This is an optimization exercise on Yosys and OpenROAD, whose aim is small area, a short achievable clock period and few clock cycles per item, not a production implementation.
Function was checked by simulation only, so behaviour that the tests miss may differ from the original.

==> flow/design.v <==
`timescale 1ns / 1ps
`default_nettype none
module booth_csa (
    input  wire [7:0]  NEG,
    input  wire [7:0]  ONE,
    input  wire [7:0]  TWO,
    input  wire [16:0] B,
    output wire [32:0] S,
    output wire [32:0] C
);
    wire [17:0] bx  = {B[16], B};
    wire [17:0] bx2 = {B, 1'b0};
    wire [17:0] pp0r = (({18{ONE[0]}} & bx) | ({18{TWO[0]}} & bx2)) ^ {18{NEG[0]}};
    wire [17:0] pp0 = {~pp0r[17], pp0r[16:0]};
    wire [17:0] pp1r = (({18{ONE[1]}} & bx) | ({18{TWO[1]}} & bx2)) ^ {18{NEG[1]}};
    wire [17:0] pp1 = {~pp1r[17], pp1r[16:0]};
    wire [17:0] pp2r = (({18{ONE[2]}} & bx) | ({18{TWO[2]}} & bx2)) ^ {18{NEG[2]}};
    wire [17:0] pp2 = {~pp2r[17], pp2r[16:0]};
    wire [17:0] pp3r = (({18{ONE[3]}} & bx) | ({18{TWO[3]}} & bx2)) ^ {18{NEG[3]}};
    wire [17:0] pp3 = {~pp3r[17], pp3r[16:0]};
    wire [17:0] pp4r = (({18{ONE[4]}} & bx) | ({18{TWO[4]}} & bx2)) ^ {18{NEG[4]}};
    wire [17:0] pp4 = {~pp4r[17], pp4r[16:0]};
    wire [17:0] pp5r = (({18{ONE[5]}} & bx) | ({18{TWO[5]}} & bx2)) ^ {18{NEG[5]}};
    wire [17:0] pp5 = {~pp5r[17], pp5r[16:0]};
    wire [17:0] pp6r = (({18{ONE[6]}} & bx) | ({18{TWO[6]}} & bx2)) ^ {18{NEG[6]}};
    wire [17:0] pp6 = {~pp6r[17], pp6r[16:0]};
    wire [17:0] pp7r = (({18{ONE[7]}} & bx) | ({18{TWO[7]}} & bx2)) ^ {18{NEG[7]}};
    wire [17:0] pp7 = {~pp7r[17], pp7r[16:0]};
    wire hs0 = pp0[10] ^ pp1[8];
    wire hc0 = pp0[10] & pp1[8];
    wire hs1 = pp0[11] ^ pp1[9];
    wire hc1 = pp0[11] & pp1[9];
    wire fs0 = pp0[12] ^ pp1[10] ^ pp2[8];
    wire fc0 = (pp0[12] & pp1[10]) | (pp0[12] & pp2[8]) | (pp1[10] & pp2[8]);
    wire hs2 = pp3[6] ^ pp4[4];
    wire hc2 = pp3[6] & pp4[4];
    wire fs1 = pp0[13] ^ pp1[11] ^ pp2[9];
    wire fc1 = (pp0[13] & pp1[11]) | (pp0[13] & pp2[9]) | (pp1[11] & pp2[9]);
    wire hs3 = pp3[7] ^ pp4[5];
    wire hc3 = pp3[7] & pp4[5];
    wire fs2 = pp0[14] ^ pp1[12] ^ pp2[10];
    wire fc2 = (pp0[14] & pp1[12]) | (pp0[14] & pp2[10]) | (pp1[12] & pp2[10]);
    wire fs3 = pp3[8] ^ pp4[6] ^ pp5[4];
    wire fc3 = (pp3[8] & pp4[6]) | (pp3[8] & pp5[4]) | (pp4[6] & pp5[4]);
    wire hs4 = pp6[2] ^ pp7[0];
    wire hc4 = pp6[2] & pp7[0];
    wire fs4 = pp0[15] ^ pp1[13] ^ pp2[11];
    wire fc4 = (pp0[15] & pp1[13]) | (pp0[15] & pp2[11]) | (pp1[13] & pp2[11]);
    wire fs5 = pp3[9] ^ pp4[7] ^ pp5[5];
    wire fc5 = (pp3[9] & pp4[7]) | (pp3[9] & pp5[5]) | (pp4[7] & pp5[5]);
    wire hs5 = pp6[3] ^ pp7[1];
    wire hc5 = pp6[3] & pp7[1];
    wire fs6 = pp0[16] ^ pp1[14] ^ pp2[12];
    wire fc6 = (pp0[16] & pp1[14]) | (pp0[16] & pp2[12]) | (pp1[14] & pp2[12]);
    wire fs7 = pp3[10] ^ pp4[8] ^ pp5[6];
    wire fc7 = (pp3[10] & pp4[8]) | (pp3[10] & pp5[6]) | (pp4[8] & pp5[6]);
    wire hs6 = pp6[4] ^ pp7[2];
    wire hc6 = pp6[4] & pp7[2];
    wire fs8 = pp0[17] ^ pp1[15] ^ pp2[13];
    wire fc8 = (pp0[17] & pp1[15]) | (pp0[17] & pp2[13]) | (pp1[15] & pp2[13]);
    wire fs9 = pp3[11] ^ pp4[9] ^ pp5[7];
    wire fc9 = (pp3[11] & pp4[9]) | (pp3[11] & pp5[7]) | (pp4[9] & pp5[7]);
    wire hs7 = pp6[5] ^ pp7[3];
    wire hc7 = pp6[5] & pp7[3];
    wire fs10 = pp1[16] ^ pp2[14] ^ pp3[12];
    wire fc10 = (pp1[16] & pp2[14]) | (pp1[16] & pp3[12]) | (pp2[14] & pp3[12]);
    wire fs11 = pp4[10] ^ pp5[8] ^ pp6[6];
    wire fc11 = (pp4[10] & pp5[8]) | (pp4[10] & pp6[6]) | (pp5[8] & pp6[6]);
    wire fs12 = pp1[17] ^ pp2[15] ^ pp3[13];
    wire fc12 = (pp1[17] & pp2[15]) | (pp1[17] & pp3[13]) | (pp2[15] & pp3[13]);
    wire hs8 = pp4[11] ^ pp5[9];
    wire hc8 = pp4[11] & pp5[9];
    wire fs13 = pp2[16] ^ pp3[14] ^ pp4[12];
    wire fc13 = (pp2[16] & pp3[14]) | (pp2[16] & pp4[12]) | (pp3[14] & pp4[12]);
    wire hs9 = pp2[17] ^ pp3[15];
    wire hc9 = pp2[17] & pp3[15];
    wire hs10 = pp0[6] ^ pp1[4];
    wire hc10 = pp0[6] & pp1[4];
    wire hs11 = pp0[7] ^ pp1[5];
    wire hc11 = pp0[7] & pp1[5];
    wire fs14 = pp0[8] ^ pp1[6] ^ pp2[4];
    wire fc14 = (pp0[8] & pp1[6]) | (pp0[8] & pp2[4]) | (pp1[6] & pp2[4]);
    wire hs12 = pp3[2] ^ pp4[0];
    wire hc12 = pp3[2] & pp4[0];
    wire fs15 = pp0[9] ^ pp1[7] ^ pp2[5];
    wire fc15 = (pp0[9] & pp1[7]) | (pp0[9] & pp2[5]) | (pp1[7] & pp2[5]);
    wire hs13 = pp3[3] ^ pp4[1];
    wire hc13 = pp3[3] & pp4[1];
    wire fs16 = pp2[6] ^ pp3[4] ^ pp4[2];
    wire fc16 = (pp2[6] & pp3[4]) | (pp2[6] & pp4[2]) | (pp3[4] & pp4[2]);
    wire fs17 = pp5[0] ^ NEG[5] ^ hs0;
    wire fc17 = (pp5[0] & NEG[5]) | (pp5[0] & hs0) | (NEG[5] & hs0);
    wire fs18 = pp2[7] ^ pp3[5] ^ pp4[3];
    wire fc18 = (pp2[7] & pp3[5]) | (pp2[7] & pp4[3]) | (pp3[5] & pp4[3]);
    wire fs19 = pp5[1] ^ hs1 ^ hc0;
    wire fc19 = (pp5[1] & hs1) | (pp5[1] & hc0) | (hs1 & hc0);
    wire fs20 = pp5[2] ^ pp6[0] ^ NEG[6];
    wire fc20 = (pp5[2] & pp6[0]) | (pp5[2] & NEG[6]) | (pp6[0] & NEG[6]);
    wire fs21 = fs0 ^ hs2 ^ hc1;
    wire fc21 = (fs0 & hs2) | (fs0 & hc1) | (hs2 & hc1);
    wire fs22 = pp5[3] ^ pp6[1] ^ fs1;
    wire fc22 = (pp5[3] & pp6[1]) | (pp5[3] & fs1) | (pp6[1] & fs1);
    wire fs23 = hs3 ^ fc0 ^ hc2;
    wire fc23 = (hs3 & fc0) | (hs3 & hc2) | (fc0 & hc2);
    wire fs24 = NEG[7] ^ fs2 ^ fs3;
    wire fc24 = (NEG[7] & fs2) | (NEG[7] & fs3) | (fs2 & fs3);
    wire fs25 = hs4 ^ fc1 ^ hc3;
    wire fc25 = (hs4 & fc1) | (hs4 & hc3) | (fc1 & hc3);
    wire fs26 = fs4 ^ fs5 ^ hs5;
    wire fc26 = (fs4 & fs5) | (fs4 & hs5) | (fs5 & hs5);
    wire fs27 = fc2 ^ fc3 ^ hc4;
    wire fc27 = (fc2 & fc3) | (fc2 & hc4) | (fc3 & hc4);
    wire fs28 = fs6 ^ fs7 ^ hs6;
    wire fc28 = (fs6 & fs7) | (fs6 & hs6) | (fs7 & hs6);
    wire fs29 = fc4 ^ fc5 ^ hc5;
    wire fc29 = (fc4 & fc5) | (fc4 & hc5) | (fc5 & hc5);
    wire fs30 = fs8 ^ fs9 ^ hs7;
    wire fc30 = (fs8 & fs9) | (fs8 & hs7) | (fs9 & hs7);
    wire fs31 = fc6 ^ fc7 ^ hc6;
    wire fc31 = (fc6 & fc7) | (fc6 & hc6) | (fc7 & hc6);
    wire fs32 = pp7[4] ^ fs10 ^ fs11;
    wire fc32 = (pp7[4] & fs10) | (pp7[4] & fs11) | (fs10 & fs11);
    wire fs33 = fc8 ^ fc9 ^ hc7;
    wire fc33 = (fc8 & fc9) | (fc8 & hc7) | (fc9 & hc7);
    wire fs34 = pp6[7] ^ pp7[5] ^ fs12;
    wire fc34 = (pp6[7] & pp7[5]) | (pp6[7] & fs12) | (pp7[5] & fs12);
    wire fs35 = hs8 ^ fc10 ^ fc11;
    wire fc35 = (hs8 & fc10) | (hs8 & fc11) | (fc10 & fc11);
    wire fs36 = pp5[10] ^ pp6[8] ^ pp7[6];
    wire fc36 = (pp5[10] & pp6[8]) | (pp5[10] & pp7[6]) | (pp6[8] & pp7[6]);
    wire fs37 = fs13 ^ fc12 ^ hc8;
    wire fc37 = (fs13 & fc12) | (fs13 & hc8) | (fc12 & hc8);
    wire fs38 = pp4[13] ^ pp5[11] ^ pp6[9];
    wire fc38 = (pp4[13] & pp5[11]) | (pp4[13] & pp6[9]) | (pp5[11] & pp6[9]);
    wire fs39 = pp7[7] ^ hs9 ^ fc13;
    wire fc39 = (pp7[7] & hs9) | (pp7[7] & fc13) | (hs9 & fc13);
    wire fs40 = pp3[16] ^ pp4[14] ^ pp5[12];
    wire fc40 = (pp3[16] & pp4[14]) | (pp3[16] & pp5[12]) | (pp4[14] & pp5[12]);
    wire fs41 = pp6[10] ^ pp7[8] ^ hc9;
    wire fc41 = (pp6[10] & pp7[8]) | (pp6[10] & hc9) | (pp7[8] & hc9);
    wire fs42 = pp3[17] ^ pp4[15] ^ pp5[13];
    wire fc42 = (pp3[17] & pp4[15]) | (pp3[17] & pp5[13]) | (pp4[15] & pp5[13]);
    wire hs14 = pp6[11] ^ pp7[9];
    wire hc14 = pp6[11] & pp7[9];
    wire fs43 = pp4[16] ^ pp5[14] ^ pp6[12];
    wire fc43 = (pp4[16] & pp5[14]) | (pp4[16] & pp6[12]) | (pp5[14] & pp6[12]);
    wire hs15 = pp4[17] ^ pp5[15];
    wire hc15 = pp4[17] & pp5[15];
    wire hs16 = pp0[4] ^ pp1[2];
    wire hc16 = pp0[4] & pp1[2];
    wire hs17 = pp0[5] ^ pp1[3];
    wire hc17 = pp0[5] & pp1[3];
    wire fs44 = pp2[2] ^ pp3[0] ^ NEG[3];
    wire fc44 = (pp2[2] & pp3[0]) | (pp2[2] & NEG[3]) | (pp3[0] & NEG[3]);
    wire fs45 = pp2[3] ^ pp3[1] ^ hs11;
    wire fc45 = (pp2[3] & pp3[1]) | (pp2[3] & hs11) | (pp3[1] & hs11);
    wire fs46 = NEG[4] ^ fs14 ^ hs12;
    wire fc46 = (NEG[4] & fs14) | (NEG[4] & hs12) | (fs14 & hs12);
    wire fs47 = fs15 ^ hs13 ^ fc14;
    wire fc47 = (fs15 & hs13) | (fs15 & fc14) | (hs13 & fc14);
    wire fs48 = fs16 ^ fs17 ^ fc15;
    wire fc48 = (fs16 & fs17) | (fs16 & fc15) | (fs17 & fc15);
    wire fs49 = fs18 ^ fs19 ^ fc16;
    wire fc49 = (fs18 & fs19) | (fs18 & fc16) | (fs19 & fc16);
    wire fs50 = fs20 ^ fs21 ^ fc18;
    wire fc50 = (fs20 & fs21) | (fs20 & fc18) | (fs21 & fc18);
    wire fs51 = fs22 ^ fs23 ^ fc20;
    wire fc51 = (fs22 & fs23) | (fs22 & fc20) | (fs23 & fc20);
    wire fs52 = fs24 ^ fs25 ^ fc22;
    wire fc52 = (fs24 & fs25) | (fs24 & fc22) | (fs25 & fc22);
    wire fs53 = fs26 ^ fs27 ^ fc24;
    wire fc53 = (fs26 & fs27) | (fs26 & fc24) | (fs27 & fc24);
    wire fs54 = fs28 ^ fs29 ^ fc26;
    wire fc54 = (fs28 & fs29) | (fs28 & fc26) | (fs29 & fc26);
    wire fs55 = fs30 ^ fs31 ^ fc28;
    wire fc55 = (fs30 & fs31) | (fs30 & fc28) | (fs31 & fc28);
    wire fs56 = fs32 ^ fs33 ^ fc30;
    wire fc56 = (fs32 & fs33) | (fs32 & fc30) | (fs33 & fc30);
    wire fs57 = fs34 ^ fs35 ^ fc32;
    wire fc57 = (fs34 & fs35) | (fs34 & fc32) | (fs35 & fc32);
    wire fs58 = fs36 ^ fs37 ^ fc34;
    wire fc58 = (fs36 & fs37) | (fs36 & fc34) | (fs37 & fc34);
    wire fs59 = fs38 ^ fs39 ^ fc36;
    wire fc59 = (fs38 & fs39) | (fs38 & fc36) | (fs39 & fc36);
    wire fs60 = fs40 ^ fs41 ^ fc38;
    wire fc60 = (fs40 & fs41) | (fs40 & fc38) | (fs41 & fc38);
    wire fs61 = fs42 ^ hs14 ^ fc40;
    wire fc61 = (fs42 & hs14) | (fs42 & fc40) | (hs14 & fc40);
    wire fs62 = pp7[10] ^ fs43 ^ fc42;
    wire fc62 = (pp7[10] & fs43) | (pp7[10] & fc42) | (fs43 & fc42);
    wire fs63 = pp6[13] ^ pp7[11] ^ hs15;
    wire fc63 = (pp6[13] & pp7[11]) | (pp6[13] & hs15) | (pp7[11] & hs15);
    wire fs64 = pp5[16] ^ pp6[14] ^ pp7[12];
    wire fc64 = (pp5[16] & pp6[14]) | (pp5[16] & pp7[12]) | (pp6[14] & pp7[12]);
    wire hs18 = pp5[17] ^ pp6[15];
    wire hc18 = pp5[17] & pp6[15];
    wire hs19 = pp0[2] ^ pp1[0];
    wire hc19 = pp0[2] & pp1[0];
    wire hs20 = pp0[3] ^ pp1[1];
    wire hc20 = pp0[3] & pp1[1];
    wire fs65 = pp2[0] ^ NEG[2] ^ hs16;
    wire fc65 = (pp2[0] & NEG[2]) | (pp2[0] & hs16) | (NEG[2] & hs16);
    wire fs66 = pp2[1] ^ hs17 ^ hc16;
    wire fc66 = (pp2[1] & hs17) | (pp2[1] & hc16) | (hs17 & hc16);
    wire fs67 = hs10 ^ fs44 ^ hc17;
    wire fc67 = (hs10 & fs44) | (hs10 & hc17) | (fs44 & hc17);
    wire fs68 = hc10 ^ fs45 ^ fc44;
    wire fc68 = (hc10 & fs45) | (hc10 & fc44) | (fs45 & fc44);
    wire fs69 = hc11 ^ fs46 ^ fc45;
    wire fc69 = (hc11 & fs46) | (hc11 & fc45) | (fs46 & fc45);
    wire fs70 = hc12 ^ fs47 ^ fc46;
    wire fc70 = (hc12 & fs47) | (hc12 & fc46) | (fs47 & fc46);
    wire fs71 = hc13 ^ fs48 ^ fc47;
    wire fc71 = (hc13 & fs48) | (hc13 & fc47) | (fs48 & fc47);
    wire fs72 = fc17 ^ fs49 ^ fc48;
    wire fc72 = (fc17 & fs49) | (fc17 & fc48) | (fs49 & fc48);
    wire fs73 = fc19 ^ fs50 ^ fc49;
    wire fc73 = (fc19 & fs50) | (fc19 & fc49) | (fs50 & fc49);
    wire fs74 = fc21 ^ fs51 ^ fc50;
    wire fc74 = (fc21 & fs51) | (fc21 & fc50) | (fs51 & fc50);
    wire fs75 = fc23 ^ fs52 ^ fc51;
    wire fc75 = (fc23 & fs52) | (fc23 & fc51) | (fs52 & fc51);
    wire fs76 = fc25 ^ fs53 ^ fc52;
    wire fc76 = (fc25 & fs53) | (fc25 & fc52) | (fs53 & fc52);
    wire fs77 = fc27 ^ fs54 ^ fc53;
    wire fc77 = (fc27 & fs54) | (fc27 & fc53) | (fs54 & fc53);
    wire fs78 = fc29 ^ fs55 ^ fc54;
    wire fc78 = (fc29 & fs55) | (fc29 & fc54) | (fs55 & fc54);
    wire fs79 = fc31 ^ fs56 ^ fc55;
    wire fc79 = (fc31 & fs56) | (fc31 & fc55) | (fs56 & fc55);
    wire fs80 = fc33 ^ fs57 ^ fc56;
    wire fc80 = (fc33 & fs57) | (fc33 & fc56) | (fs57 & fc56);
    wire fs81 = fc35 ^ fs58 ^ fc57;
    wire fc81 = (fc35 & fs58) | (fc35 & fc57) | (fs58 & fc57);
    wire fs82 = fc37 ^ fs59 ^ fc58;
    wire fc82 = (fc37 & fs59) | (fc37 & fc58) | (fs59 & fc58);
    wire fs83 = fc39 ^ fs60 ^ fc59;
    wire fc83 = (fc39 & fs60) | (fc39 & fc59) | (fs60 & fc59);
    wire fs84 = fc41 ^ fs61 ^ fc60;
    wire fc84 = (fc41 & fs61) | (fc41 & fc60) | (fs61 & fc60);
    wire fs85 = hc14 ^ fs62 ^ fc61;
    wire fc85 = (hc14 & fs62) | (hc14 & fc61) | (fs62 & fc61);
    wire fs86 = fc43 ^ fs63 ^ fc62;
    wire fc86 = (fc43 & fs63) | (fc43 & fc62) | (fs63 & fc62);
    wire fs87 = hc15 ^ fs64 ^ fc63;
    wire fc87 = (hc15 & fs64) | (hc15 & fc63) | (fs64 & fc63);
    wire fs88 = pp7[13] ^ hs18 ^ fc64;
    wire fc88 = (pp7[13] & hs18) | (pp7[13] & fc64) | (hs18 & fc64);
    wire fs89 = pp6[16] ^ pp7[14] ^ hc18;
    wire fc89 = (pp6[16] & pp7[14]) | (pp6[16] & hc18) | (pp7[14] & hc18);
    wire hs21 = pp6[17] ^ pp7[15];
    wire hc21 = pp6[17] & pp7[15];
    assign S = {1'b0, pp7[17], pp7[16], hs21, fs89, fs88, fs87, fs86, fs85, fs84, fs83, fs82, fs81, fs80, fs79, fs78, fs77, fs76, fs75, fs74, fs73, fs72, fs71, fs70, fs69, fs68, fs67, fs66, fs65, hs20, NEG[1], pp0[1], pp0[0]};
    assign C = {1'b0, 1'b0, hc21, fc89, fc88, fc87, fc86, fc85, fc84, fc83, fc82, fc81, fc80, fc79, fc78, fc77, fc76, fc75, fc74, fc73, fc72, fc71, fc70, fc69, fc68, fc67, fc66, fc65, hc20, hc19, hs19, 1'b0, NEG[0]};
endmodule
`default_nettype wire
`timescale 1ns / 1ps
`default_nettype none
module kitten_fabric_tile #(
    parameter N_PRE       = 4096,
    parameter N_POST      = 4096,
    parameter ADDRW_PRE   = 13,
    parameter ADDRW_CSR   = 18,
    parameter ADDRW_POST  = 12,
    parameter PACK_WIDTH  = 8,
    parameter BRAM_DELAY  = 1
) (
    input  wire                  clk,
    input  wire                  rst,
    input  wire                  i_step_start,
    input  wire                  i_proj_done,
    output wire                  o_step_done,
    input  wire                  i_pre_spike_valid,
    input  wire [15:0]           i_pre_spike_idx,
    input  wire                  i_pre_spike,
    output wire                  o_pre_spike_ready,
    output wire                  o_post_spike_valid,
    output wire [PACK_WIDTH-1:0] o_post_spike_data,
    input  wire                  i_post_spike_ready,
    output wire [ADDRW_PRE-1:0]  o_indptr_addr,
    input  wire [31:0]           i_indptr_data,
    output wire [ADDRW_CSR-1:0]  o_indices_addr,
    input  wire [31:0]           i_indices_data,
    output wire [ADDRW_CSR-1:0]  o_values_addr,
    input  wire [15:0]           i_values_q_data,
    input  wire [15:0]           i_scale_q,
    output wire [ADDRW_POST-1:0] o_I_addr,
    output wire                  o_I_we,
    output wire [31:0]           o_I_din,
    input  wire [31:0]           i_I_dout,
    output wire [ADDRW_POST-1:0] o_v_addr,
    output wire                  o_v_we,
    output wire [31:0]           o_v_din,
    input  wire [31:0]           i_v_dout,
    input  wire [15:0]           i_alpha,
    input  wire [15:0]           i_v_th
);
    localparam [1:0] F_IDLE = 2'd0;    
    localparam [1:0] F_P0   = 2'd1;    
    localparam [1:0] F_P1   = 2'd2;    
    localparam [1:0] F_IT   = 2'd3;    
    reg         proj, pop, done;    
    reg  [1:0]  fe;
    reg         ph;
    reg         rdy;
    reg  [12:0] pa;          
    reg  [18:0] k;           
    reg  [18:0] kend;        
    reg         sp;          
    reg         izero;       
    reg  [2:0]  ev;          
    reg  [3:0]  sv;          
    reg  [7:0]  NEG, ONE, TWO;    
    reg  [16:0] B;           
    reg  [15:0] vh;
    reg  [32:0] S, C;        
    reg         c14;         
    reg         phm, phs, phc, phd, phe;    
    reg  [31:0] rd;          
    reg  [31:0] acc;
    reg  [31:0] D;           
    reg  [11:0] AD;          
    reg  [11:0] aw;          
    reg         I_we, v_we;
    reg  [8:0]  pk;          
    reg  [7:0]  ow;
    reg         owv;
    reg         pdv;         
    wire idle = !(proj || pop || done);
    assign o_step_done        = done;
    assign o_pre_spike_ready  = rdy;
    assign o_post_spike_valid = owv;
    assign o_post_spike_data  = ow;
    assign o_indptr_addr      = pa;
    assign o_indices_addr     = k[17:0];
    assign o_values_addr      = k[17:0];
    assign o_I_addr           = AD;
    assign o_v_addr           = AD;
    assign o_I_we             = I_we;
    assign o_v_we             = v_we;
    assign o_I_din            = izero ? 32'd0 : acc;    
    assign o_v_din            = D;
    wire [18:0] k1       = k + 19'd1;
    wire        hasr     = (k != kend);
    wire        lastr    = (k1 == kend);
    wire        issue    = !ph && ((fe == F_P1) || ((fe == F_IT) && hasr));
    wire        kill     = (fe == F_IT) && ph && sp && !hasr;
    wire        acc_ev   = i_pre_spike_valid && rdy &&
                           (proj || (idle && i_step_start));
    wire        proj_idle = (fe == F_IDLE) && !(|ev) && !I_we;
    wire        go_pop    = proj && proj_idle && pdv;
    wire [32:0] s_n, c_n;
    booth_csa u_mul (.NEG(NEG), .ONE(ONE), .TWO(TWO), .B(B), .S(s_n), .C(c_n));
    wire [15:0] a_in = pop ? i_alpha : i_values_q_data;
    wire [16:0] a_x  = {a_in, 1'b0};
    reg  [7:0]  neg_n, one_n, two_n;
    integer q;
    always @(*) begin
        for (q = 0; q < 8; q = q + 1) begin
            neg_n[q] = a_x[2*q+2] & ~(a_x[2*q+1] & a_x[2*q]);
            one_n[q] = a_x[2*q+1] ^ a_x[2*q];
            two_n[q] = (a_x[2*q+2] & ~a_x[2*q+1] & ~a_x[2*q]) |
                       (~a_x[2*q+2] & a_x[2*q+1] & a_x[2*q]);
        end
    end
    wire [14:0] c14_t = {1'b0, s_n[13:0]} + {1'b0, c_n[13:0]};
    wire [31:0] ys    = phs ? {13'd0, S[32:14]} : {S[29:0], 2'b00};
    wire [31:0] yc    = phc ? {13'd0, C[32:14]} : {C[29:0], 2'b00};
    wire [31:0] kc    = phm ? (32'd0 - 32'd174760) : (32'd0 - (32'd21845 << 19));
    wire [31:0] xo    = phm ? rd : acc;
    wire [31:0] sum   = xo + kc + ys + yc + {31'd0, phm & c14};
    wire [31:0] th    = {{16{kend[15]}}, kend[15:0]};
    wire [32:0] dif33 = {acc[31], acc} - {th[31], th};
    wire [31:0] dif   = dif33[31:0];
    wire        spk   = !dif33[32];
    wire [31:0] vnew  = spk ? dif : acc;
    wire        fwd   = !pop && I_we && (AD == aw);
    wire        rd_issue = !k[12] && !((k[2:0] == 3'd7) && owv);
    always @(posedge clk or posedge rst) begin
        if (rst) begin
            proj <= 1'b0;
            pop  <= 1'b0;
            done <= 1'b0;
            fe   <= F_IDLE;
            ph   <= 1'b0;
            phm  <= 1'b0;
            phs  <= 1'b0;
            phc  <= 1'b0;
            phd  <= 1'b0;
            phe  <= 1'b0;
            rdy  <= 1'b1;
            sp   <= 1'b0;
            izero <= 1'b0;
            ev   <= 3'd0;
            sv   <= 4'd0;
            I_we <= 1'b0;
            v_we <= 1'b0;
            owv  <= 1'b0;
            pdv  <= 1'b0;
        end else begin
            pdv <= i_proj_done && !i_pre_spike_valid;
            ph  <= !ph;
            phm <= !phm;
            phs <= !phs;
            phc <= !phc;
            phd <= !phd;
            phe <= !phe;
            ev <= {ev[1], ev[0] && !kill, issue};
            if (idle && i_step_start) proj <= 1'b1;
            if (go_pop) begin
                proj <= 1'b0;
                pop  <= 1'b1;
            end
            if (pop && k[12] && !(|sv) && !v_we && !owv) begin
                pop  <= 1'b0;
                done <= 1'b1;
            end
            if (done && !i_step_start) done <= 1'b0;
            izero <= pop || go_pop;
            case (fe)
                F_P0: fe <= F_P1;
                F_P1: begin
                    fe <= F_IT;
                    sp <= !ph;
                end
                F_IT: begin
                    if (!ph) begin
                        if (rdy) fe <= F_IDLE;
                    end else begin
                        sp <= 1'b0;
                        if (!hasr || (sp && lastr)) begin
                            fe  <= F_IDLE;
                            rdy <= 1'b1;
                        end else if (lastr && !sp) begin
                            rdy <= 1'b1;
                        end
                    end
                end
                default: ;
            endcase
            if (acc_ev) begin
                if (i_pre_spike) begin
                    fe  <= F_P0;
                    rdy <= 1'b0;
                end else begin
                    fe  <= F_IDLE;
                end
            end
            if (pop) begin
                if (ph) begin
                    I_we <= rd_issue;
                    v_we <= 1'b0;
                    sv   <= {sv[2:0], rd_issue};
                    if (sv[2]) begin
                        if (pk[1]) owv <= 1'b1;
                    end
                end else begin
                    I_we <= 1'b0;
                    v_we <= sv[3];
                end
            end else begin
                I_we <= ph ? ev[2] : 1'b0;
                v_we <= 1'b0;
                sv   <= 4'd0;
            end
            if (owv && i_post_spike_ready) owv <= 1'b0;
        end
    end
    always @(posedge clk) begin
        pa <= (fe == F_P0) ? pa + 13'd1 : i_pre_spike_idx[12:0];
        if (go_pop)
            k <= 19'd0;
        else if (pop) begin
            if (ph && rd_issue) k <= k1;
        end else if (fe == F_P0)
            k <= i_indptr_data[18:0];
        else if ((fe == F_IT) && (ph ? (sp && hasr) : hasr))
            k <= k1;
        if (pop)
            kend <= {3'd0, i_v_th};
        else if (fe == F_P1)
            kend <= i_indptr_data[18:0];
        if (!phe) begin
            NEG <= neg_n;
            ONE <= one_n;
            TWO <= two_n;
        end
        if (pop) B <= phd ? {1'b0, i_v_dout[15:0]} : {vh[15], vh};
        else     B <= {1'b0, i_scale_q};
        vh <= i_v_dout[31:16];
        S  <= s_n;
        c14 <= c14_t[14];
        C  <= c_n;
        if (pop ? phd : !phd) rd <= fwd ? acc : i_I_dout;
        acc <= sum;
        if (phd) D <= vnew;
        if (pop) begin
            if (ph) begin
                AD <= k[11:0];
            end else begin
                AD <= aw;
                if (sv[3]) aw <= aw + 12'd1;
            end
        end else begin
            if (ph) begin
                AD <= aw;
                aw <= AD;
            end else begin
                AD <= i_indices_data[11:0];
            end
            if (go_pop) aw <= 12'd0;
        end
        if (!pop) pk <= 9'h100;
        else if (ph && sv[2]) begin
            if (pk[1]) begin
                ow <= {spk, pk[8:2]};
                pk <= 9'h100;
            end else begin
                pk <= {spk, pk[8:1]};
            end
        end
    end
endmodule
`default_nettype wire
==> flow/flow/run.sh <==
#!/bin/bash
# Standard layout with plain buffers on the ports; timing repair aims
# SETUP_MARGIN ns beyond the clock period.
set -o pipefail
export BUFFER_PORTS_ARGS="-buffer_cell sky130_fd_sc_hd__buf_1"
bash standard.sh SETUP_SLACK_MARGIN=9.65 finish 2>&1 | tee standard_flow.log
==> flow/standard.sh <==
#!/bin/bash
# synth_recipe.tcl (not shown) runs the flow's synth.tcl, then flattens the netlist and writes it again
# the make line also repeats each setting of config.mk as NAME=value (left out here)
make -C /OpenROAD-flow-scripts/flow DESIGN_CONFIG=/design/flow/config.mk WORK_HOME=/design/flow/orfs CLKGATE_MAP_FILE= SYNTH_SCRIPT=/design/flow/synth_recipe.tcl "${@:-finish}"
==> flow/config.mk <==
export PLATFORM = sky130hd
export DESIGN_NAME = kitten_fabric_tile
export DESIGN_NICKNAME = kitten_fabric_tile
export VERILOG_FILES = /design/flow/design.v
export SDC_FILE = /design/flow/constraint.sdc
export NUM_CORES = 4
export LEC_CHECK = 0
export ABC_AREA = 1
export CAP_MARGIN = 20
export CORE_MARGIN = 2
export CORE_UTILIZATION = 55
export CTS_CLUSTER_DIAMETER = 100
export CTS_CLUSTER_SIZE = 22
export SLEW_MARGIN = 20
==> flow/constraint.sdc <==
create_clock -name core_clock -period 14.0 [get_ports {clk}]
set_input_delay 2.8000 -clock core_clock [delete_from_list [all_inputs] [get_ports {clk}]]
set_output_delay 2.8000 -clock core_clock [all_outputs]
set_load 0.01 [all_outputs]
==> results of run 1 <==
[flip-flops by register name, summed over array words and instances (netlist names), 8 cells and up]
name,cells
acc,32
B,17
k,19
rd,32
ONE,8
pk,8
D,32
kend,19
AD,12
TWO,8
C,30
pa,13
vh,16
aw,12
ow,8
S,32
NEG,8
[worst max path at each step]
stage / start / endpoint / slack (ns) / cells past startpoint
global route: izero$_DFF_PP0_ / o_I_din[4] / 9.60 / 2
CTS: izero$_DFF_PP0_ / o_I_din[0] / 9.63 / 3
floorplan: NEG[1]$_DFFE_PN_ / c14$_DFF_P_ / 10.01 / 13
finish: izero$_DFF_PP0_ / o_I_din[12] / 9.60 / 3
global placement: phm$_DFF_PP0_ / acc[28]$_DFF_P_ / 9.02 / 16
detailed placement: phm$_DFF_PP0_ / acc[28]$_DFF_P_ / 9.01 / 16
[area by class of cell]
type                       instances  area, µm²  area share, %
inverter                         427       1630           6.17
multi-input combinational       2011      13900           52.5
clock inverter                     3       33.8          0.128
clock buffer                      28        509           1.93
sequential                       332       8030           30.4
tap                              585        732           2.77
timing repair buffer             361       1600           6.06
[logic make-up (layout without fill, tap and decap cells)]
family / Yosys count / in the layout / synth area share [%]
muxes: 33 / 33 / 1.37
buffers and inverters: 581 / 819 / 10.1
DFF: 332 / 332 / 33.0
xor gates and xnor gates: 237 / 237 / 8.56
adders and majority gates: 259 / 259 / 17.5
AOI/OAI and AO/OA: 576 / 576 / 14.0
and+or+nand+nor: 906 / 906 / 15.4
[synthesized netlist by cell type, types with 28 or more instances]
cell and n:
sky130_fd_sc_hd__o21ai_0 213, sky130_fd_sc_hd__nand3_1 80, sky130_fd_sc_hd__inv_1 412, sky130_fd_sc_hd__a21oi_1 105, sky130_fd_sc_hd__edfxtp_1 124, sky130_fd_sc_hd__o22ai_1 140
sky130_fd_sc_hd__nand2_1 524, sky130_fd_sc_hd__buf_4 52, sky130_fd_sc_hd__xor2_1 202, sky130_fd_sc_hd__fa_1 133, sky130_fd_sc_hd__ha_1 126, sky130_fd_sc_hd__nor2_1 209
sky130_fd_sc_hd__mux2i_1 32, sky130_fd_sc_hd__xnor2_1 35, sky130_fd_sc_hd__dfxtp_1 183, sky130_fd_sc_hd__clkbuf_1 86, sky130_fd_sc_hd__o21ai_2 28
[per-stage QoR]
step           hold slack [ns]  std cells  util [%]  instance area [µm²]  setup slack, ns
6_report                 0.398       3747      61.1                26400             9.60
5_1_grt                  0.404       3747      61.1                26400             9.60
4_1_cts                  0.399       3729      60.4                26100             9.63
3_5_place_dp             0.368       3694      58.8                25500             9.01
3_3_place_gp             0.355       3694      58.8                25500             9.02
2_1_floorplan            0.347       2924         -                24300            10.01
[critical path: cells and delay by family (launching register included)]
kind                   cells  cell delay [ns]
buffers and inverters      2             0.34
flip-flops                 1             0.57
AND/OR/NAND/NOR            1             0.16
[per-layer routing]
| layer | global-route usage [%] | up-vias | part of all wire, % |
|---|---|---|---|
| li1 | - | 9973 | - |
| met1 | 43.4 | 9826 | 42 |
| met3 | 4.09 | 151 | 7.3 |
| met2 | 53.9 | 904 | 47 |
| met5 | 0 | - | 0 |
| met4 | 11.0 | 0 | 3.9 |
[repair_timing]
item,in CTS,in global routing
endpoints found under the setup margin,52,47
pin swaps,0,2
buffers inserted,4,18
resized for setup,52,40
==> out/qor.csv, run 1 <==
stage,metric,value,unit
yosys,ys_seq_elements,332,
yosys,ys.warnings.count,1,
timing,setup_total_negative_slack,0,ns
worst_setup_path,critical_path.endpoint_type,primary output,
floorplanning,initial_core_util,56.1,%
yosys,yosys-top-cells-area,"sky130_fd_sc_hd__edfxtp_1 (15%), sky130_fd_sc_hd__dfxtp_1 (15%), sky130_fd_sc_hd__fa_1 (11%)",
timing,final_number_of_hold_violating_endpoints,0,
clock_tree,clock_tree_from_tritoncts,yes,
cells_and_area,post_route_cells_drive_above_1_share,6.29,%
placed_design,routabilityCongestion,0.952,
global_route,grt-ovfl-total,0,
worst_setup_path,reg2regPathDepth,14,
floorplanning,fp.dieArea,0.0458,mm²
hold_path,min_from,ev[1]$_DFF_PP0_,
floorplanning,die_width,214,µm
drt,detail_route.drc_violations,0,
cells_and_area,antenna_cells_inserted,0,
global_route,groute.usage.overall,32.3,%
yosys,syn_nets,3398,
global_route,grt_pass1_vias,20500,
clock_tree,clock_tree.root_cell,sky130_fd_sc_hd__clkbuf_16,
floorplanning,row_count,76,
placed_design,io_buffer_count,328,
worst_setup_path,critPathMaxFanout,6,
worst_setup_path,worst_r2r_start,TWO[1]$_DFFE_PN_,
yosys,syn-mean-instance-area,8.30,µm²
timing,setup_viol_count_final,0,
drt,drtIter0Drc,1792,
clock_tree,hold_buffers,0,
drt,route.detailed.vias_per_inst,5.57,
global_route,wire_length_of_the_first_global_routing_pass,116,mm
worst_setup_path,critical_path.max_stage_delay,0.57,ns
timing,fin_skew,0.0445,ns
yosys,synth_top_area_share,15.4,%
yosys,netlist-cell-type-count,57,
worst_setup_path,critical_path_arrival,1.60,ns
yosys,ys_dominant_reg_cell,sky130_fd_sc_hd__dfxtp_1,
hold_path,min-delay-path-class,flop to flop,
floorplanning,num_io_pins,365,
worst_setup_path,cp_data_required_time,11.20,ns
yosys,number_of_enable_flip_flop_cells_after_synthesis,124,
drt,firstDrtPassIters,6,
yosys,asyncSetResetFlopFracSynth,7.53,%
floorplanning,die_h,214,µm
placed_design,place_hpwl,58.5,mm
drt,antenna_violating_nets_post_route,0,
global_route,largest_net_degree_at_the_start_of_global_routing,80,
cells_and_area,area_delta_synth_final,8.91,%
yosys,synth.yosys.seq_area_share,33.0,%
global_route,antenna_violations_before_repair,0,
clock_tree,cts_made_buffers,19,
timing,fmax,227,MHz
hold_path,worstHoldEndpoint,ev[2]$_DFF_PP0_,
timing,period_minus_slack,4.40,ns
worst_setup_path,critical-path-slowest-cell,sky130_fd_sc_hd__dfrtp_4,
worst_setup_path,r2r_end,c14$_DFF_P_,
yosys,synth.cell_area,0.0243,mm²
floorplanning,core-area,0.0433,mm²
worst_setup_path,reg2reg_slack,9.83,ns
yosys,postSynthCellCount,2924,
timing,layout_worst_path_cycle_share,31.4,%
flow_run,cap_violations,0,
timing,max_slew_margin,28.4,%
timing,total_count_of_max_transition_violations_in_the_final_report,0,
worst_setup_path,worstSetupStartpointType,flop,
cells_and_area,most-common-layout-cells,"sky130_fd_sc_hd__nand2_1 (523), sky130_fd_sc_hd__inv_1 (403), sky130_fd_sc_hd__buf_1 (298)",
worst_setup_path,timing_worst_setup_path_type,flop to primary output,
yosys,synthDominantAreaCellType,sky130_fd_sc_hd__edfxtp_1,
clock_tree,worst_skew_pair.late_latency,0.56,ns
cells_and_area,count_of_fill_cells_added_during_filler_insertion,3964,
drt,routed_wl,75.1,mm
cells_and_area,most_common_cell_after_layout_fill_and_taps_aside,sky130_fd_sc_hd__nand2_1,
worst_setup_path,path_cells,"buf_8, nor2_2, buf_2",
drt,avgRoutedWirePerCell,20.0,µm
drt,via_count,20900,
clock_tree,worst_setup_hold_path_clk_slew,0.10,ns
timing,setup_repair_after_global_routing_missed_its_margin,true,
timing,worst_slew_pin_slew,1.07,ns
cells_and_area,final_nets,3626,
clock_tree,cts_htree_levels,1,
run_status,status,"complete, no violations",
hold_path,depth_of_the_worst_hold_timing_path,0,
clock_tree,cts-root-to-sink-buffers,3,
clock_tree,cts.sink_count,332,
Testbench counts, summed over its fixed seeds: cycles 332,068, steps 24.
==> run 2, diff against run 1 <==
--- a/flow/config.mk
+++ b/flow/config.mk
@@ -5,10 +5,9 @@
 export SDC_FILE = /design/flow/constraint.sdc
 export NUM_CORES = 4
 export LEC_CHECK = 0
-export ABC_AREA = 1
 export CAP_MARGIN = 20
 export CORE_MARGIN = 2
-export CORE_UTILIZATION = 55
+export CORE_UTILIZATION = 68
 export CTS_CLUSTER_DIAMETER = 100
 export CTS_CLUSTER_SIZE = 22
 export SLEW_MARGIN = 20
==> out/qor.csv, run 2 <==
stage,metric,value,unit
run_status,status,"complete, no violations",
drt,antenna_violating_nets_post_route,0,
clock_tree,cts-root-to-sink-buffers,3,
cells_and_area,most_common_cell_after_layout_fill_and_taps_aside,sky130_fd_sc_hd__buf_1,
worst_setup_path,r2r_end,acc[30]$_DFF_P_,
worst_setup_path,cp_data_required_time,11.20,ns
yosys,post-synth-top-count-cell,sky130_fd_sc_hd__inv_1,
cells_and_area,most-common-layout-cells,"sky130_fd_sc_hd__buf_1 (300), sky130_fd_sc_hd__inv_1 (207), sky130_fd_sc_hd__dfxtp_1 (177)",
drt,met3WireLength,5.52,mm
drt,firstDrtPassIters,6,
clock_tree,cts_htree_levels,1,
timing,total_count_of_max_transition_violations_in_the_final_report,0,
worst_setup_path,reg2reg_slack,9.72,ns
cells_and_area,post_layout_nonfiller_instances,3146,
worst_setup_path,crit_path_start,izero$_DFF_PP0_,
floorplanning,fp.dieArea,0.0367,mm²
yosys,ys_seq_elements,332,
drt,routed_wl,67.0,mm
yosys,synth.yosys.seq_area_share,33.5,%
clock_tree,hold_buffers,0,
worst_setup_path,critical_path_arrival,1.61,ns
timing,layout_worst_path_cycle_share,31.5,%
yosys,syn-mean-instance-area,9.78,µm²
timing,worst_slew_pin_slew,1.02,ns
floorplanning,num_io_pins,365,
clock_tree,worst_setup_hold_path_clk_slew,0.09,ns
clock_tree,cts_made_buffers,19,
timing,setup_viol_count_final,0,
global_route,wire_length_of_the_first_global_routing_pass,100,mm
worst_setup_path,timing_worst_setup_path_type,flop to primary output,
floorplanning,initial_core_util,69.1,%
global_route,largest_net_degree_at_the_start_of_global_routing,86,
timing,finalHoldWorstSlack,0.415,ns
global_route,grt_pass1_vias,18300,
flow_run,cap_violations,0,
yosys,ys.warnings.count,1,
drt,m1WireLength,27.1,mm
worst_setup_path,worstSetupStartpointType,flop,
timing,final_number_of_hold_violating_endpoints,0,
worst_setup_path,worst_r2r_start,phm$_DFF_PP0_,
placed_design,routabilityCongestion,0.936,
clock_tree,cts.sink_count,332,
drt,via_count,19100,
yosys,asyncSetResetFlopFracSynth,7.53,%
drt,detail_route.drc_violations,0,
global_route,antenna_violations_before_repair,5,
worst_setup_path,critical_path.endpoint_type,primary output,
yosys,yosys-top-cells-area,"sky130_fd_sc_hd__edfxtp_1 (16%), sky130_fd_sc_hd__dfxtp_1 (15%), sky130_fd_sc_hd__fa_1 (11%)",
hold_path,min-delay-path-class,flop to flop,
timing,period_minus_slack,4.41,ns
yosys,postSynthCellCount,2445,
clock_tree,worst_skew_pair.late_latency,0.53,ns
cells_and_area,area_delta_synth_final,10.7,%
yosys,netlist-cell-type-count,83,
placed_design,io_buffer_count,328,
yosys,ys_dominant_reg_cell,sky130_fd_sc_hd__dfxtp_1,
worst_setup_path,reg2regPathDepth,15,
floorplanning,die_width,192,µm
cells_and_area,final_nets,3147,
floorplanning,core-area,0.0346,mm²
clock_tree,clock_tree_from_tritoncts,yes,
yosys,syn_nets,2919,
clock_tree,clock_tree.root_cell,sky130_fd_sc_hd__clkbuf_16,
yosys,post_synth_most_frequent_cells,"sky130_fd_sc_hd__inv_1 (211), sky130_fd_sc_hd__dfxtp_1 (183), sky130_fd_sc_hd__nand2_1 (167)",
yosys,number_of_enable_flip_flop_cells_after_synthesis,124,
worst_setup_path,critPathCapture,o_I_din[28],
cells_and_area,final_core_utilization,76.5,%
drt,dr_wl_met2,31.9,mm
drt,route.detailed.vias_per_inst,6.07,
timing,setup_repair_after_global_routing_missed_its_margin,true,
yosys,synth_top_area_share,15.6,%
drt,uppermost_layer_routed,met4,
global_route,groute.usage.overall,35.4,%
floorplanning,die_h,192,µm
timing,fmax,227,MHz
drt,avgRoutedWirePerCell,21.3,µm
worst_setup_path,critPathMaxFanout,5,
floorplanning,row_count,68,
timing,fin_skew,0.0138,ns
yosys,synth.cell_area,0.0239,mm²
placed_design,placed_cells_incl_taps,3037,
timing,max_slew_margin,32.1,%
placed_design,place_hpwl,48.3,mm
yosys,synthDominantAreaCellType,sky130_fd_sc_hd__edfxtp_1,
drt,drtIter0Drc,2011,
global_route,grt-ovfl-total,0,
hold_path,depth_of_the_worst_hold_timing_path,0,
timing,setup_total_negative_slack,0,ns
cells_and_area,post_route_cells_drive_above_1_share,9.83,%
## run 2: cell types whose count changed after synthesis, moves of 101 or more
cell / before / now
sky130_fd_sc_hd__inv_1: 412 / 211
sky130_fd_sc_hd__o21ai_0: 213 / 112
sky130_fd_sc_hd__xor2_1: 202 / 100
sky130_fd_sc_hd__a22oi_1: 0 / 142
sky130_fd_sc_hd__o22ai_1: 140 / 2
sky130_fd_sc_hd__xnor2_1: 35 / 162
sky130_fd_sc_hd__nand2_1: 524 / 167
## run 2: timing repair
item	in CTS	in global routing
gates cloned	2	1
buffers inserted	15	51
resized for setup	35	64
setup endpoints to repair	51	38
pin swaps	6	12
## run 2: stage by stage
| stage | area (µm²) | setup slack, ns |
|---|---|---|
| finish | 26500 | 9.59 |
| CTS | 25700 | 9.47 |
| global route | 26500 | 9.54 |
| global placement | 24900 | 9.09 |
| detailed placement | 24900 | 9.03 |
| floorplan | 23900 | 9.69 |
## run 2: area by class of cell
class,count,area (µm²)
Multi-Input combinational cell,1696,14300
Clock inverter,4,50.0
Clock buffer,30,527
Timing Repair Buffer,412,2150
Tap cell,455,569
Inverter,212,807
Fill cell,2483,8150
Antenna cell,5,12.5
Sequential cell,332,8040
## run 2: worst min path at each step
stage                               start         endpoint  slack (ns)
after floorplan           ev[1]$_DFF_PP0_  ev[2]$_DFF_PP0_        0.35
after global routing      ev[1]$_DFF_PP0_  ev[2]$_DFF_PP0_        0.42
final                     ev[1]$_DFF_PP0_  ev[2]$_DFF_PP0_        0.41
after detailed placement  ev[1]$_DFF_PP0_  ev[2]$_DFF_PP0_        0.39
after global placement    ev[1]$_DFF_PP0_  ev[2]$_DFF_PP0_        0.39
after CTS                 ev[1]$_DFF_PP0_  ev[2]$_DFF_PP0_        0.42
## run 2: worst max-delay path, stage by stage, from the launching register on
cell	delay [ns]
sky130_fd_sc_hd__dfrtp_4	0.53
sky130_fd_sc_hd__buf_12	0.16
sky130_fd_sc_hd__buf_12	0.13
sky130_fd_sc_hd__nor2b_1	0.11
sky130_fd_sc_hd__buf_2	0.14
## run 2: cells by family after synthesis
group | after synthesis | share of synthesized area, %
simple gates | 503 | 10.3
fa+ha+maj | 259 | 17.7
flops | 332 | 33.5
buf+inv | 417 | 7.38
mux | 172 | 7.53
xor+xnor | 262 | 9.60
compound gates | 500 | 14.0
## run 2: metal layers
layer	up-vias	track usage (%)
li1	8824	-
met1	9135	46.8
met2	978	59.4
met3	162	5.12
met4	0	13.0
met5	-	0
==> run 3, diff against run 2 <==
--- a/flow/config.mk
+++ b/flow/config.mk
@@ -5,6 +5,7 @@
 export SDC_FILE = /design/flow/constraint.sdc
 export NUM_CORES = 4
 export LEC_CHECK = 0
+export ABC_AREA = 1
 export CAP_MARGIN = 20
 export CORE_MARGIN = 2
 export CORE_UTILIZATION = 68
==> out/qor.csv, run 3 <==
stage,metric,value,unit
worst_setup_path,r2r_end,c14$_DFF_P_,
cells_and_area,post_route_cells_drive_above_1_share,5.95,%
placed_design,io_buffer_count,328,
yosys,netlist-cell-type-count,57,
timing,setup_viol_count_final,0,
yosys,syn-mean-instance-area,8.30,µm²
run_status,status,"complete, no violations",
cells_and_area,final_nets,3640,
yosys,post-synth-top-count-cell,sky130_fd_sc_hd__nand2_1,
drt,via_count,21900,
timing,max_slew_margin,25.8,%
cells_and_area,most-common-layout-cells,"sky130_fd_sc_hd__nand2_1 (523), sky130_fd_sc_hd__inv_1 (397), sky130_fd_sc_hd__buf_1 (323)",
yosys,synth.yosys.seq_area_share,33.0,%
worst_setup_path,worst_r2r_start,B[10]$_DFF_P_,
worst_setup_path,timing_worst_setup_path_type,flop to primary output,
yosys,ys_seq_elements,332,
drt,routed_wl,76.5,mm
yosys,syn_nets,3398,
floorplanning,row_count,69,
worst_setup_path,critical_path.endpoint_type,primary output,
floorplanning,initial_core_util,68.7,%
cells_and_area,post_layout_nonfiller_instances,3639,
clock_tree,clock_tree_from_tritoncts,yes,
yosys,post_synth_most_frequent_cells,"sky130_fd_sc_hd__nand2_1 (524), sky130_fd_sc_hd__inv_1 (412), sky130_fd_sc_hd__o21ai_0 (213)",
drt,route.detailed.vias_per_inst,6.03,
yosys,synth.cell_area,0.0243,mm²
drt,drtIter0Drc,2150,
drt,detail_route.drc_violations,0,
timing,fmax,230,MHz
yosys,ys.warnings.count,1,
hold_path,min-delay-path-class,flop to flop,
floorplanning,die_h,193,µm
global_route,largest_net_degree_at_the_start_of_global_routing,67,
worst_setup_path,worstSetupStartpointType,flop,
global_route,wire_length_of_the_first_global_routing_pass,114,mm
worst_setup_path,reg2regPathDepth,13,
floorplanning,fp.dieArea,0.0372,mm²
floorplanning,core-area,0.0353,mm²
drt,firstDrtPassIters,6,
clock_tree,worst_setup_hold_path_clk_slew,0.10,ns
yosys,ys_dominant_reg_cell,sky130_fd_sc_hd__dfxtp_1,
worst_setup_path,critical_path_arrival,1.55,ns
floorplanning,die_width,193,µm
yosys,number_of_enable_flip_flop_cells_after_synthesis,124,
cells_and_area,area_delta_synth_final,8.31,%
clock_tree,cts.sink_count,332,
timing,final_number_of_hold_violating_endpoints,0,
timing,total_count_of_max_transition_violations_in_the_final_report,0,
drt,antenna_violating_nets_post_route,0,
clock_tree,cts_made_buffers,19,
global_route,groute.usage.overall,40.1,%
worst_setup_path,cp_data_required_time,11.20,ns
yosys,postSynthCellCount,2924,
global_route,grt-ovfl-total,0,
timing,fin_skew,0.0448,ns
flow_run,cap_violations,0,
cells_and_area,antenna_cells_inserted,0,
global_route,grt_pass1_vias,21000,
placed_design,routabilityCongestion,0.995,
placed_design,placed_cells_incl_taps,3571,
drt,avgRoutedWirePerCell,21.0,µm
clock_tree,cts-root-to-sink-buffers,3,
timing,worst_slew_pin_slew,1.11,ns
clock_tree,hold_buffers,0,
yosys,asyncSetResetFlopFracSynth,7.53,%
worst_setup_path,critPathMaxFanout,3,
timing,period_minus_slack,4.35,ns
hold_path,depth_of_the_worst_hold_timing_path,0,
hold_path,worstHoldEndpoint,ev[2]$_DFF_PP0_,
timing,layout_worst_path_cycle_share,31.0,%
timing,setup_repair_after_global_routing_missed_its_margin,true,
worst_setup_path,reg2reg_slack,9.73,ns
global_route,antenna_violations_before_repair,1,
hold_path,min_from,ev[1]$_DFF_PP0_,
yosys,synthDominantAreaCellType,sky130_fd_sc_hd__edfxtp_1,
cells_and_area,most_common_cell_after_layout_fill_and_taps_aside,sky130_fd_sc_hd__nand2_1,
yosys,yosys-top-cells-area,"sky130_fd_sc_hd__edfxtp_1 (15%), sky130_fd_sc_hd__dfxtp_1 (15%), sky130_fd_sc_hd__fa_1 (11%)",
clock_tree,cts_htree_levels,1,
timing,setup_total_negative_slack,0,ns
floorplanning,num_io_pins,365,
clock_tree,clock_tree.root_cell,sky130_fd_sc_hd__clkbuf_16,
clock_tree,worst_skew_pair.late_latency,0.58,ns
placed_design,place_hpwl,57.9,mm
yosys,synth_top_area_share,15.4,%
cells_and_area,final_core_utilization,74.4,%
==> run 3: cell families (layout without fill, tap and decap cells) <==
kind of cell	count (synthesis)	count (layout)	synth area share, %
and+or+nand+nor	906	906	15.4
buffers and inverters	581	835	10.1
AOI/OAI and AO/OA	576	576	14.0
DFF	332	332	33.0
adders and majority gates	259	259	17.5
xor gates and xnor gates	237	237	8.56
muxes	33	33	1.37
==> run 3: what timing repair did <==
action                     in CTS  in global routing
resized for setup              17                 29
setup buffers                   5                 28
setup endpoints to repair      29                 23
gates cloned                    0                  1
==> run 3: layout make-up <==
type / count / area [µm²]
multi-input combinational: 2011 / 13800
fill: 2683 / 9040
sequential: 332 / 8040
timing repair buffer: 375 / 1640
inverter: 427 / 1640
tap: 461 / 577
clock buffer: 29 / 513
clock inverter: 4 / 37.5
==> run 3: through the flow <==
stage | hold WS (ns) | area, µm² | worst slack [ns]
6_report | 0.372 | 26300 | 9.65
5_1_grt | 0.376 | 26300 | 9.59
4_1_cts | 0.371 | 25900 | 9.65
3_5_place_dp | 0.365 | 25300 | 9.14
3_3_place_gp | 0.353 | 25300 | 9.21
2_1_floorplan | 0.347 | 24300 | 10.01
==> run 3: worst max path at each step <==
stage / from / end / slack, ns / depth (start not counted)
after floorplan: NEG[1]$_DFFE_PN_ / c14$_DFF_P_ / 10.01 / 13
after global placement: phm$_DFF_PP0_ / acc[28]$_DFF_P_ / 9.21 / 16
after detailed placement: phm$_DFF_PP0_ / acc[28]$_DFF_P_ / 9.14 / 17
after CTS: acc[22]$_DFF_P_ / o_I_din[22] / 9.65 / 3
after global routing: B[12]$_DFF_P_ / c14$_DFF_P_ / 9.59 / 13
final: acc[22]$_DFF_P_ / o_I_din[22] / 9.65 / 3
==> run 3: worst max-delay path: stages, from the launching register on <==
cell and delay, ns:
sky130_fd_sc_hd__dfxtp_4 0.44, sky130_fd_sc_hd__clkinvlp_4 0.23, sky130_fd_sc_hd__nor2_1 0.15, sky130_fd_sc_hd__buf_1 0.16
==> run 3: layer usage <==
| metal | track usage, % | vias up | part of all wire, % |
|---|---|---|---|
| met4 | 23.4 | 2 | 6.6 |
| met1 | 48.9 | 10300 | 37 |
| li1 | - | 10000 | - |
| met3 | 7.46 | 297 | 10 |
| met5 | 0 | - | 0.014 |
| met2 | 66.4 | 1365 | 46 |
==> run 4, diff against run 3 <==
--- a/flow/config.mk
+++ b/flow/config.mk
@@ -8,7 +8,7 @@
 export ABC_AREA = 1
 export CAP_MARGIN = 20
 export CORE_MARGIN = 2
-export CORE_UTILIZATION = 68
+export CORE_UTILIZATION = 75
 export CTS_CLUSTER_DIAMETER = 100
 export CTS_CLUSTER_SIZE = 22
 export SLEW_MARGIN = 20
==> out/qor.csv, run 4 <==
stage,metric,value,unit
run_status,status,"complete, no violations",
drt,avgRoutedWirePerCell,22.4,µm
clock_tree,worst_skew_pair.late_latency,0.54,ns
drt,via_count,23100,
yosys,syn_nets,3398,
yosys,post_synth_most_frequent_cells,"sky130_fd_sc_hd__nand2_1 (524), sky130_fd_sc_hd__inv_1 (412), sky130_fd_sc_hd__o21ai_0 (213)",
floorplanning,die_h,184,µm
drt,drtIter0Drc,3020,
cells_and_area,final_nets,3646,
yosys,ys.warnings.count,1,
floorplanning,fp.dieArea,0.0338,mm²
worst_setup_path,timing_worst_setup_path_type,flop to flop,
timing,layout_worst_path_cycle_share,32.9,%
floorplanning,row_count,65,
yosys,post-synth-top-count-cell,sky130_fd_sc_hd__nand2_1,
yosys,synthDominantAreaCellType,sky130_fd_sc_hd__edfxtp_1,
clock_tree,cts_htree_levels,1,
yosys,ys_dominant_reg_cell,sky130_fd_sc_hd__dfxtp_1,
drt,antenna_violating_nets_post_route,0,
clock_tree,cts.sink_count,332,
yosys,synth.yosys.seq_area_share,33.0,%
placed_design,io_buffer_count,328,
timing,worst_slew_pin_slew,0.992,ns
cells_and_area,count_of_fill_cells_added_during_filler_insertion,1931,
yosys,number_of_enable_flip_flop_cells_after_synthesis,124,
cells_and_area,area_delta_synth_final,8.35,%
global_route,wire_length_of_the_first_global_routing_pass,118,mm
global_route,grt-ovfl-total,0,
timing,max_slew_margin,33.8,%
yosys,syn-mean-instance-area,8.30,µm²
clock_tree,worst_setup_hold_path_clk_slew,0.10,ns
clock_tree,cts-root-to-sink-buffers,3,
worst_setup_path,worstSetupStartpointType,flop,
flow_run,cap_violations,0,
timing,final_number_of_hold_violating_endpoints,0,
yosys,ys_seq_elements,332,
floorplanning,initial_core_util,76.5,%
cells_and_area,post_route_cells_drive_above_1_share,6.00,%
drt,route.detailed.vias_per_inst,6.43,
drt,detail_route.drc_violations,0,
drt,routed_wl,80.3,mm
hold_path,min-delay-path-class,flop to flop,
global_route,antenna_violations_before_repair,0,
timing,setup_repair_after_global_routing_missed_its_margin,true,
timing,period_minus_slack,4.60,ns
clock_tree,cts_made_buffers,19,
cells_and_area,most_common_cell_after_layout_fill_and_taps_aside,sky130_fd_sc_hd__nand2_1,
timing,fmax,217,MHz
floorplanning,core-area,0.0317,mm²
placed_design,place_hpwl,58.1,mm
timing,finalHoldWorstSlack,0.394,ns
worst_setup_path,cp_data_required_time,14.42,ns
floorplanning,num_io_pins,365,
worst_setup_path,critical_path.endpoint_type,flop,
worst_setup_path,critPathMaxFanout,9,
placed_design,routabilityCongestion,1.06,
timing,total_count_of_max_transition_violations_in_the_final_report,0,
global_route,largest_net_degree_at_the_start_of_global_routing,80,
floorplanning,die_width,184,µm
timing,fin_skew,0.0205,ns
cells_and_area,most-common-layout-cells,"sky130_fd_sc_hd__nand2_1 (523), sky130_fd_sc_hd__inv_1 (395), sky130_fd_sc_hd__buf_1 (327)",
global_route,grt_pass1_vias,22000,
drt,firstDrtPassIters,7,
yosys,synth.cell_area,0.0243,mm²
yosys,netlist-cell-type-count,57,
clock_tree,hold_buffers,0,
global_route,groute.usage.overall,45.1,%
timing,setup_total_negative_slack,0,ns
clock_tree,clock_tree.root_cell,sky130_fd_sc_hd__clkbuf_16,
yosys,postSynthCellCount,2924,
yosys,yosys-top-cells-area,"sky130_fd_sc_hd__edfxtp_1 (15%), sky130_fd_sc_hd__dfxtp_1 (15%), sky130_fd_sc_hd__fa_1 (11%)",
yosys,asyncSetResetFlopFracSynth,7.53,%
timing,setup_viol_count_final,0,
yosys,synth_top_area_share,15.4,%
clock_tree,clock_tree_from_tritoncts,yes,
worst_setup_path,critical_path_arrival,5.02,ns
## run 4: cell counts after synthesis
No cell type changed its count.
## run 4: path summary, 6_finish.rpt
check | start | endpoint | slack [ns] | cells past startpoint
worst max register to register | TWO[1]$_DFFE_PN_ | c14$_DFF_P_ | 9.40 | 14
worst max-delay path | TWO[1]$_DFFE_PN_ | c14$_DFF_P_ | 9.40 | 14
worst min-delay path | ev[1]$_DFF_PP0_ | ev[2]$_DFF_PP0_ | 0.39 | 0
max in group asynchronous | rst | phm$_DFF_PP0_ | 11.23 | 2
worst min register to register | ev[1]$_DFF_PP0_ | ev[2]$_DFF_PP0_ | 0.39 | 0
min in group asynchronous | rst | owv$_DFFE_PP0P_ | 2.30 | 2
## run 4: cells by family (layout without fill, tap and decap cells)
group	count (synthesis)	count (layout)	share of synthesized area, %
AOI/OAI and AO/OA	576	576	14.0
xor gates and xnor gates	237	237	8.56
adders and majority gates	259	259	17.5
buffers and inverters	581	841	10.1
DFF	332	332	33.0
muxes	33	33	1.37
other	0	1	0
and+or+nand+nor	906	906	15.4
## run 4: metal layers
layer  track usage [%]  up-vias  part of all wire, %
met4              29.6        0                  8.9
met5                 0        -                    0
met1              53.4    10500                   33
li1                  -    10000                    -
met3              10.3      580                   12
met2              74.2     1940                   45
## run 4: metrics by stage
step / std cells / cell area [µm²] / util, % / setup WS, ns
2_1_floorplan: 2924 / 24300 / - / 10.01
3_3_place_gp: 3511 / 25200 / 79.6 / 9.26
3_5_place_dp: 3511 / 25200 / 79.6 / 9.07
4_1_cts: 3547 / 25900 / 81.5 / 9.65
5_1_grt: 3586 / 26300 / 82.9 / 9.27
6_report: 3587 / 26300 / 82.9 / 9.40
## run 4: area by class of cell
| cell class | count | area [µm²] | area share, % |
|---|---|---|---|
| Sequential cell | 332 | 8030 | 30.5 |
| Tap cell | 402 | 503 | 1.91 |
| Clock buffer | 30 | 558 | 2.12 |
| Timing Repair Buffer | 381 | 1700 | 6.47 |
| Multi-Input combinational cell | 2011 | 13800 | 52.6 |
| Antenna cell | 1 | 2.50 | 0.00952 |
| Clock inverter | 3 | 23.8 | 0.0905 |
| Inverter | 427 | 1650 | 6.27 |
## run 4: critical path, stage by stage (launching register included)
cell,delay (ns)
sky130_fd_sc_hd__edfxtp_1,0.46
sky130_fd_sc_hd__clkinvlp_4,0.30
sky130_fd_sc_hd__o22ai_1,0.44
sky130_fd_sc_hd__xor2_1,0.35
sky130_fd_sc_hd__fa_1,0.51
sky130_fd_sc_hd__fa_1,0.49
sky130_fd_sc_hd__inv_1,0.05
sky130_fd_sc_hd__fa_1,0.57
sky130_fd_sc_hd__inv_1,0.08
sky130_fd_sc_hd__ha_1,0.30
sky130_fd_sc_hd__a21oi_1,0.18
sky130_fd_sc_hd__o31ai_1,0.13
sky130_fd_sc_hd__a21o_1,0.18
sky130_fd_sc_hd__a21oi_1,0.32
sky130_fd_sc_hd__o21ai_0,0.13
## run 4: timing repair
action,in CTS,in global routing
resized for setup,9,27
gates cloned,0,1
buffers inserted,3,38
endpoints found under the setup margin,27,23

[re-timing with driven ports]
Ports are ideal in the flow. The routed layouts listed here were re-timed in OpenROAD.
Step 1 assumes that a clkbuf_16 drives the clock port and a buf_2 every other input.
Step 2, shift: input delay + t, output delay - t, t = (earliest + latest rising clock arrival at the registers) / 2. This alone moves slack from input paths to output paths.
Slacks: ideal / step 1 / step 2; pairs: ideal / step 1.
run	t, ns	slack for setup (ns)	hold WS [ns]	worst setup path at the end	slew at the worst register clock pin (ns)
run 1	0.603	9.603 / 9.543 / 9.804	0.398 / 0.398 / 0.398	input to register	0.10 / 0.10
run 2	0.583	9.586 / 9.530 / 9.718	0.415 / 0.415 / 0.415	register to register	0.10 / 0.10
run 3	0.609	9.655 / 9.600 / 9.732	0.372 / 0.372 / 0.372	register to register	0.11 / 0.11
run 4	0.591	9.398 / 9.398 / 9.398	0.394 / 0.394 / 0.394	register to register	0.10 / 0.10
After both steps setup and hold are still met in every run listed.
